What follows belongs to an exercise in optimizing a design on an open flow for small area, a short achievable clock period and few clock cycles; a production flow would make more cautious choices. Only simulation tests tie the RTL to the original design; equivalence was not proved. No activity file was given, so power comes from the tool's default toggle rates.

==> module Top, before the edit <==
module Top(CLK, SLOW_CLOCK_STRB, ARST_L, SYS_OUT, OUT_VALID, MEM_ADDR, MEM_WDATA, MEM_WE, MEM_RDATA);
input CLK, SLOW_CLOCK_STRB, ARST_L;
output reg [15:0] SYS_OUT;
output reg OUT_VALID;
output [7:0] MEM_ADDR;
output [15:0] MEM_WDATA;
output MEM_WE;
input [15:0] MEM_RDATA;
wire en = SLOW_CLOCK_STRB;
reg [15:0] r0, r1, r2, r3;
reg [3:0] flags;           
reg [7:0] pcd;             
reg dv;                    
reg [15:0] ir;             
reg iv;                    
reg ldp;                   
reg [1:0] ldx;             
reg rf;                    
reg mc;                    
wire [3:0] op = ir[15:12];
wire [1:0] fx = ir[11:10];
wire [1:0] fy = ir[9:8];
wire [1:0] fd = ir[7:6];
wire [7:0] imm = ir[7:0];
wire ex = iv & ~ldp;
wire is_ldr = (op == 4'h0);
wire is_str = (op == 4'h1);
wire is_mov = (op == 4'h2) & (fx == 2'b00);
wire is_alu = (op >= 4'h4) & (op <= 4'h9);
wire is_br  = (op == 4'hE);
wire is_out = (op == 4'hF);
reg [15:0] a, b;
always @(*) begin
    case (fx)
        2'd0: a = r0;
        2'd1: a = r1;
        2'd2: a = r2;
        default: a = r3;
    endcase
    case (fy)
        2'd0: b = r0;
        2'd1: b = r1;
        2'd2: b = r2;
        default: b = r3;
    endcase
end
wire fN = flags[3], fZ = flags[2], fC = flags[1], fV = flags[0];
reg cond;
always @(*) begin
    case (ir[11:8])
        4'h0: cond = 1'b1;
        4'h1: cond = fZ;
        4'h2: cond = ~fZ;
        4'h3: cond = fC;
        4'h4: cond = ~fC;
        4'h5: cond = fN;
        4'h6: cond = ~fN;
        4'h7: cond = fV;
        4'h8: cond = ~fV;
        4'h9: cond = ~fZ & fC;
        4'hA: cond = fZ | fC;
        4'hB: cond = (fN == fV);
        4'hC: cond = (fN != fV);
        4'hD: cond = (fN == fV) & ~fZ;
        4'hE: cond = (fN != fV) & fZ;
        default: cond = 1'b0;
    endcase
end
wire taken = ex & is_br & cond;
wire memop = ex & (is_ldr | is_str);
wire sub = (op == 4'h5);
wire [15:0] bx = b ^ {16{sub}};
wire [16:0] sum = {1'b0, a} + {1'b0, bx} + {16'b0, sub};
wire zsum = &((a ^ bx) ~^ {a[14:0] | bx[14:0], sub});
wire big = |b[15:4];
wire lsl = (op == 4'h6);
reg [15:0] a_rev, shl;
integer i;
always @(*) for (i = 0; i < 16; i = i + 1) a_rev[i] = a[15 - i];
wire [15:0] sh_in = lsl ? a_rev : a;
wire [15:0] shr = big ? 16'h0000 : (sh_in >> b[3:0]);
always @(*) for (i = 0; i < 16; i = i + 1) shl[i] = shr[15 - i];
wire [15:0] prod;
mul8 mul(.a(a[7:0]), .b(b[7:0]), .p(prod));
wire cmp_op = lsl | (op == 4'h9);
reg [15:0] tmp_q;
always @(posedge CLK) tmp_q <= (op == 4'h9) ? prod : shl;
wire mc_stall = ex & cmp_op & ~mc;    
wire addsub = (op == 4'h4) | sub;
reg [15:0] res;
always @(*) begin
    if (addsub) res = sum[15:0];
    else if (cmp_op) res = tmp_q;
    else res = shr;
end
wire z_flag = addsub ? zsum : cmp_op ? ~|tmp_q : ~|shr;
wire c_flag = (op == 4'h4) ? sum[16] : cmp_op ? ((tmp_q < a) | (tmp_q < b)) : 1'b0;
wire v_flag = ((op == 4'h4) | cmp_op) ? (a[15] ^ b[15] ^ res[15]) : 1'b0;
wire [3:0] new_flags = {res[15], z_flag, c_flag, v_flag};
wire [15:0] wval = is_mov ? {8'h00, imm} : res;
wire [1:0] wsel = is_mov ? fy : fd;
wire done = ex & ~mc_stall;
wire wr_ex = done & (is_alu | is_mov);
wire hold = rf | mc_stall;
wire [7:0] fetch_addr = pcd + {7'b0, ~hold};
assign MEM_ADDR = memop ? b[7:0] : taken ? imm : fetch_addr;
assign MEM_WE = ex & is_str;
assign MEM_WDATA = a;
wire str_hit = ex & is_str & dv & (b[7:0] == pcd);
always @(posedge CLK, negedge ARST_L) begin
    if (!ARST_L) begin
        r0 <= 16'h0; r1 <= 16'h0; r2 <= 16'h0; r3 <= 16'h0;
    end else if (en) begin
        if ((wr_ex && wsel == 2'd0) || (ldp && ldx == 2'd0)) r0 <= ldp ? MEM_RDATA : wval;
        if ((wr_ex && wsel == 2'd1) || (ldp && ldx == 2'd1)) r1 <= ldp ? MEM_RDATA : wval;
        if ((wr_ex && wsel == 2'd2) || (ldp && ldx == 2'd2)) r2 <= ldp ? MEM_RDATA : wval;
        if ((wr_ex && wsel == 2'd3) || (ldp && ldx == 2'd3)) r3 <= ldp ? MEM_RDATA : wval;
    end
end
always @(posedge CLK, negedge ARST_L) begin
    if (!ARST_L) begin
        flags <= 4'h0;
        pcd <= 8'hFF;
        dv <= 1'b0;
        iv <= 1'b0;
        ldp <= 1'b0;
        rf <= 1'b0;
        mc <= 1'b0;
        SYS_OUT <= 16'h0;
    end else if (en) begin
        if (done & is_alu) flags <= new_flags;
        if (!memop) pcd <= MEM_ADDR;
        if (!mc_stall) dv <= ~memop;
        if (!iv || done) iv <= dv & ~taken & ~str_hit;
        mc <= mc_stall;
        ldp <= ex & is_ldr;
        rf <= str_hit;
        if (ex & is_out) SYS_OUT <= (fx == 2'b00) ? b : 16'h0000;
    end
end
always @(posedge CLK) begin
    if (en) begin
        if (!iv || done) ir <= MEM_RDATA;
        if (ex) ldx <= fx;
    end
end
always @(posedge CLK, negedge ARST_L) begin
    if (!ARST_L)
        OUT_VALID <= 1'b0;
    else
        OUT_VALID <= ex & is_out & en;
end
endmodule
Settings: LEC_CHECK=0, CAP_MARGIN=20, CORE_MARGIN=2, CORE_UTILIZATION=40, SETUP_SLACK_MARGIN=5, SLEW_MARGIN=20; clock period 10.0 ns.
run.sh (not shown) runs the stock make flow with config.mk's settings and CLKGATE_MAP_FILE= SYNTH_SCRIPT=/design/flow/synth_recipe.tcl, a recipe that flattens the netlist after the stock synthesis.
Testbench counts at the start, summed over its fixed seeds: cycles 62,938.
==> next run, changes <==
--- a/flow/design.v
+++ b/flow/design.v
@@ -306,36 +306,29 @@
 end
 wire taken = ex & is_br & cond;
 wire memop = ex & (is_ldr | is_str);
 wire sub = (op == 4'h5);
-wire [15:0] bx = b ^ {16{sub}};
-wire [16:0] sum = {1'b0, a} + {1'b0, bx} + {16'b0, sub};
-wire zsum = &((a ^ bx) ~^ {a[14:0] | bx[14:0], sub});
+wire [16:0] sum = {1'b0, a} + {1'b0, b ^ {16{sub}}} + {16'b0, sub};
 wire big = |b[15:4];
-wire lsl = (op == 4'h6);
-reg [15:0] a_rev, shl;
-integer i;
-always @(*) for (i = 0; i < 16; i = i + 1) a_rev[i] = a[15 - i];
-wire [15:0] sh_in = lsl ? a_rev : a;
-wire [15:0] shr = big ? 16'h0000 : (sh_in >> b[3:0]);
-always @(*) for (i = 0; i < 16; i = i + 1) shl[i] = shr[15 - i];
+wire [15:0] shl = big ? 16'h0000 : (a << b[3:0]);
+wire [15:0] shr = big ? 16'h0000 : (a >> b[3:0]);
 wire [15:0] prod;
 mul8 mul(.a(a[7:0]), .b(b[7:0]), .p(prod));
-wire cmp_op = lsl | (op == 4'h9);
+wire cmp_op = (op == 4'h6) | (op == 4'h9);
 reg [15:0] tmp_q;
 always @(posedge CLK) tmp_q <= (op == 4'h9) ? prod : shl;
 wire mc_stall = ex & cmp_op & ~mc;    
-wire addsub = (op == 4'h4) | sub;
 reg [15:0] res;
 always @(*) begin
-    if (addsub) res = sum[15:0];
-    else if (cmp_op) res = tmp_q;
-    else res = shr;
+    case (op)
+        4'h4, 4'h5: res = sum[15:0];
+        4'h6, 4'h9: res = tmp_q;
+        default: res = shr;
+    endcase
 end
-wire z_flag = addsub ? zsum : cmp_op ? ~|tmp_q : ~|shr;
-wire c_flag = (op == 4'h4) ? sum[16] : cmp_op ? ((tmp_q < a) | (tmp_q < b)) : 1'b0;
+wire c_flag = (op == 4'h4) ? sum[16] : cmp_op ? ((res < a) | (res < b)) : 1'b0;
 wire v_flag = ((op == 4'h4) | cmp_op) ? (a[15] ^ b[15] ^ res[15]) : 1'b0;
-wire [3:0] new_flags = {res[15], z_flag, c_flag, v_flag};
+wire [3:0] new_flags = {res[15], res == 16'h0000, c_flag, v_flag};
 wire [15:0] wval = is_mov ? {8'h00, imm} : res;
 wire [1:0] wsel = is_mov ? fy : fd;
 wire done = ex & ~mc_stall;
 wire wr_ex = done & (is_alu | is_mov);
Effect: Global-route usage barely changes; core utilization went up by 3.3 points; hold slack stays flat; cell area went up by 4.4%; final cell count went up by 1.6%; clock-buffer cell count stays the same; fmax went down by 2.6%; via count went up by 2.6%; routed wire length went up by 0.89%.
Testbench counts after the change, summed over its fixed seeds: cycles 62,938.

* * *

Top, a different RTL version from the one above (not shown whole).
For scale: ~1300 cells after synthesis, ~150 flip-flops.
==> module Top, before the edit <==
module Top(CLK, SLOW_CLOCK_STRB, ARST_L, SYS_OUT, OUT_VALID, MEM_ADDR, MEM_WDATA, MEM_WE, MEM_RDATA);
input CLK, SLOW_CLOCK_STRB, ARST_L;
output reg [15:0] SYS_OUT;
output reg OUT_VALID;
output [7:0] MEM_ADDR;
output [15:0] MEM_WDATA;
output MEM_WE;
input [15:0] MEM_RDATA;
wire en = SLOW_CLOCK_STRB;
reg [15:0] r0, r1, r2, r3;
reg [3:0] flags;           
reg [7:0] pcd;             
reg dv;                    
reg [15:0] ir;             
reg iv;                    
reg ldp;                   
reg [1:0] ldx;             
reg rf;                    
reg mc;                    
wire [3:0] op = ir[15:12];
wire [1:0] fx = ir[11:10];
wire [1:0] fy = ir[9:8];
wire [1:0] fd = ir[7:6];
wire [7:0] imm = ir[7:0];
wire ex = iv & ~ldp;
wire is_ldr = (op == 4'h0);
wire is_str = (op == 4'h1);
wire is_mov = (op == 4'h2) & (fx == 2'b00);
wire is_alu = (op >= 4'h4) & (op <= 4'h9);
wire is_br  = (op == 4'hE);
wire is_out = (op == 4'hF);
reg [15:0] a, b;
always @(*) begin
    case (fx)
        2'd0: a = r0;
        2'd1: a = r1;
        2'd2: a = r2;
        default: a = r3;
    endcase
    case (fy)
        2'd0: b = r0;
        2'd1: b = r1;
        2'd2: b = r2;
        default: b = r3;
    endcase
end
wire fN = flags[3], fZ = flags[2], fC = flags[1], fV = flags[0];
reg cond;
always @(*) begin
    case (ir[11:8])
        4'h0: cond = 1'b1;
        4'h1: cond = fZ;
        4'h2: cond = ~fZ;
        4'h3: cond = fC;
        4'h4: cond = ~fC;
        4'h5: cond = fN;
        4'h6: cond = ~fN;
        4'h7: cond = fV;
        4'h8: cond = ~fV;
        4'h9: cond = ~fZ & fC;
        4'hA: cond = fZ | fC;
        4'hB: cond = (fN == fV);
        4'hC: cond = (fN != fV);
        4'hD: cond = (fN == fV) & ~fZ;
        4'hE: cond = (fN != fV) & fZ;
        default: cond = 1'b0;
    endcase
end
wire taken = ex & is_br & cond;
wire memop = ex & (is_ldr | is_str);
wire sub = (op == 4'h5);
wire [15:0] bx = b ^ {16{sub}};
wire [16:0] sum = {1'b0, a} + {1'b0, bx} + {16'b0, sub};
wire zsum = &((a ^ bx) ~^ {a[14:0] | bx[14:0], sub});
wire big = |b[15:4];
wire lsl = (op == 4'h6);
reg [15:0] a_rev, shl;
integer i;
always @(*) for (i = 0; i < 16; i = i + 1) a_rev[i] = a[15 - i];
wire [15:0] sh_in = lsl ? a_rev : a;
wire [15:0] shr = big ? 16'h0000 : (sh_in >> b[3:0]);
always @(*) for (i = 0; i < 16; i = i + 1) shl[i] = shr[15 - i];
wire [15:0] pra, prb;
mul8rows mul(.a(a[7:0]), .b(b[7:0]), .ra(pra), .rb(prb));
wire mulop = (op == 4'h9);
wire cmp_op = lsl | mulop;
reg [15:0] tmp_q;
reg [14:1] tmp2_q;
always @(posedge CLK) begin
    tmp_q <= pra;
    tmp2_q <= prb[14:1];
end
wire [15:0] t2 = tmp_q + {1'b0, tmp2_q, 1'b0};
wire mc_stall = ex & mulop & ~mc;     
wire [15:0] cres = lsl ? shl : t2;
wire addsub = (op == 4'h4) | sub;
reg [15:0] res;
always @(*) begin
    if (is_mov) res = {8'h00, imm};
    else if (addsub) res = sum[15:0];
    else if (cmp_op) res = cres;
    else res = shr;
end
wire z_flag = addsub ? zsum : cmp_op ? ~|cres : ~|shr;
wire c_flag = (op == 4'h4) ? sum[16] : cmp_op ? ((cres < a) | (cres < b)) : 1'b0;
wire v_flag = ((op == 4'h4) | cmp_op) ? (a[15] ^ b[15] ^ res[15]) : 1'b0;
wire [3:0] new_flags = {res[15], z_flag, c_flag, v_flag};
wire [15:0] wval = res;
wire [1:0] wsel = is_mov ? fy : fd;
wire done = ex & ~mc_stall;
wire wr_ex = done & (is_alu | is_mov);
wire hold = rf | mc_stall;
wire [7:0] pcd1 = pcd + 8'd1;
wire [7:0] fetch_addr = hold ? pcd : pcd1;
assign MEM_ADDR = taken ? imm : memop ? b[7:0] : fetch_addr;
assign MEM_WE = ex & is_str;
assign MEM_WDATA = a;
wire str_hit = ex & is_str & dv & (b[7:0] == pcd);
always @(posedge CLK, negedge ARST_L) begin
    if (!ARST_L) begin
        r0 <= 16'h0; r1 <= 16'h0; r2 <= 16'h0; r3 <= 16'h0;
    end else if (en) begin
        if ((wr_ex && wsel == 2'd0) || (ldp && ldx == 2'd0)) r0 <= ldp ? MEM_RDATA : wval;
        if ((wr_ex && wsel == 2'd1) || (ldp && ldx == 2'd1)) r1 <= ldp ? MEM_RDATA : wval;
        if ((wr_ex && wsel == 2'd2) || (ldp && ldx == 2'd2)) r2 <= ldp ? MEM_RDATA : wval;
        if ((wr_ex && wsel == 2'd3) || (ldp && ldx == 2'd3)) r3 <= ldp ? MEM_RDATA : wval;
    end
end
always @(posedge CLK, negedge ARST_L) begin
    if (!ARST_L) begin
        flags <= 4'h0;
        pcd <= 8'hFF;
        dv <= 1'b0;
        iv <= 1'b0;
        ldp <= 1'b0;
        rf <= 1'b0;
        mc <= 1'b0;
        SYS_OUT <= 16'h0;
    end else if (en) begin
        if (done & is_alu) flags <= new_flags;
        if (!memop) pcd <= MEM_ADDR;
        if (!mc_stall) dv <= ~memop;
        if (!iv || done) iv <= dv & ~taken & ~str_hit;
        mc <= mc_stall;
        ldp <= ex & is_ldr;
        rf <= str_hit;
        if (ex & is_out) SYS_OUT <= (fx == 2'b00) ? b : 16'h0000;
    end
end
always @(posedge CLK) begin
    if (en) begin
        if (!iv || done) ir <= MEM_RDATA;
        if (ex) ldx <= fx;
    end
end
always @(posedge CLK, negedge ARST_L) begin
    if (!ARST_L)
        OUT_VALID <= 1'b0;
    else
        OUT_VALID <= ex & is_out & en;
end
endmodule
clock: 10.0 ns
lec_check: 0
cap_margin: 20
core_margin: 2
core_utilization: 40
setup_slack_margin: 5
slew_margin: 20
The first run passed the timing, DRC and antenna checks.
Testbench counts at the start, summed over its fixed seeds: cycles 60,994.
Rerun with:
--- a/flow/design.v
+++ b/flow/design.v
@@ -320,15 +320,20 @@
 wire [15:0] pra, prb;
 mul8rows mul(.a(a[7:0]), .b(b[7:0]), .ra(pra), .rb(prb));
 wire mulop = (op == 4'h9);
 wire cmp_op = lsl | mulop;
-reg [15:0] tmp_q;
-reg [14:1] tmp2_q;
+wire [8:0] plo = {1'b0, pra[7:0]} + {1'b0, prb[7:0]};
+reg [7:0] plo_q;
+reg pc8_q;
+reg [14:8] pha_q, phb_q;
 always @(posedge CLK) begin
-    tmp_q <= pra;
-    tmp2_q <= prb[14:1];
+    plo_q <= plo[7:0];
+    pc8_q <= plo[8];
+    pha_q <= pra[14:8];
+    phb_q <= prb[14:8];
 end
-wire [15:0] t2 = tmp_q + {1'b0, tmp2_q, 1'b0};
+wire [7:0] phi = {1'b0, pha_q} + {1'b0, phb_q} + {7'b0, pc8_q};
+wire [15:0] t2 = {phi, plo_q};
 wire mc_stall = ex & mulop & ~mc;     
 wire [15:0] cres = lsl ? shl : t2;
 wire addsub = (op == 4'h4) | sub;
 reg [15:0] res;
Power grows by 1.7%.
Final cell count went down by 3.2%.
First-iteration DRC count fell by 3.9%.
Sequential share of layout area decreases by 0.13 points.
Critical path depth decreases by 1.
Worst setup slack got worse by 85 ps.
Cell area is lower by 2.9%.
Area after synthesis fell by 3.6%.
Testbench counts after the change, summed over its fixed seeds: cycles 60,994.

## separate check: timing with driven ports
The results above use ideal ports. As a check the final layouts listed here were re-extracted and re-timed, cells and wires unchanged. Step 1 (the two cells are an assumption about what drives the block):
set clk [get_ports {CLK}]
set_driving_cell -lib_cell sky130_fd_sc_hd__clkbuf_16 $clk
set_driving_cell -lib_cell sky130_fd_sc_hd__buf_2 [delete_from_list [all_inputs] $clk]
Step 2 adds t to the input delays and takes it off the output delays; t is the mean of the earliest and latest rising clock arrival at the registers after step 1. Input paths then give back, and output paths get back, about the clock's delay inside the block. a / b / c = ideal ports / drivers / drivers and shift; a / b = the first two.
| run | t (ns) | setup WS [ns] | hold WS [ns] |
|---|---|---|---|
| the first run of note 1 | 0.488 | 4.841 / 4.841 / 4.841 | 0.505 / 0.505 / 0.505 |
| the second run of note 1 | 0.486 | 4.703 / 4.703 / 4.703 | 0.505 / 0.505 / 0.505 |
| the first run of note 2 | 0.479 | 5.064 / 5.017 / 5.046 | 0.507 / 0.507 / 0.507 |
| the second run of note 2 | 0.489 | 4.980 / 4.927 / 4.775 | 0.508 / 0.508 / 0.508 |
After both steps every run listed still meets setup and hold. For the second run of note 2, which loses most, drivers alone change the setup slack by -0.053 ns; drivers and shift together by -0.205 ns.
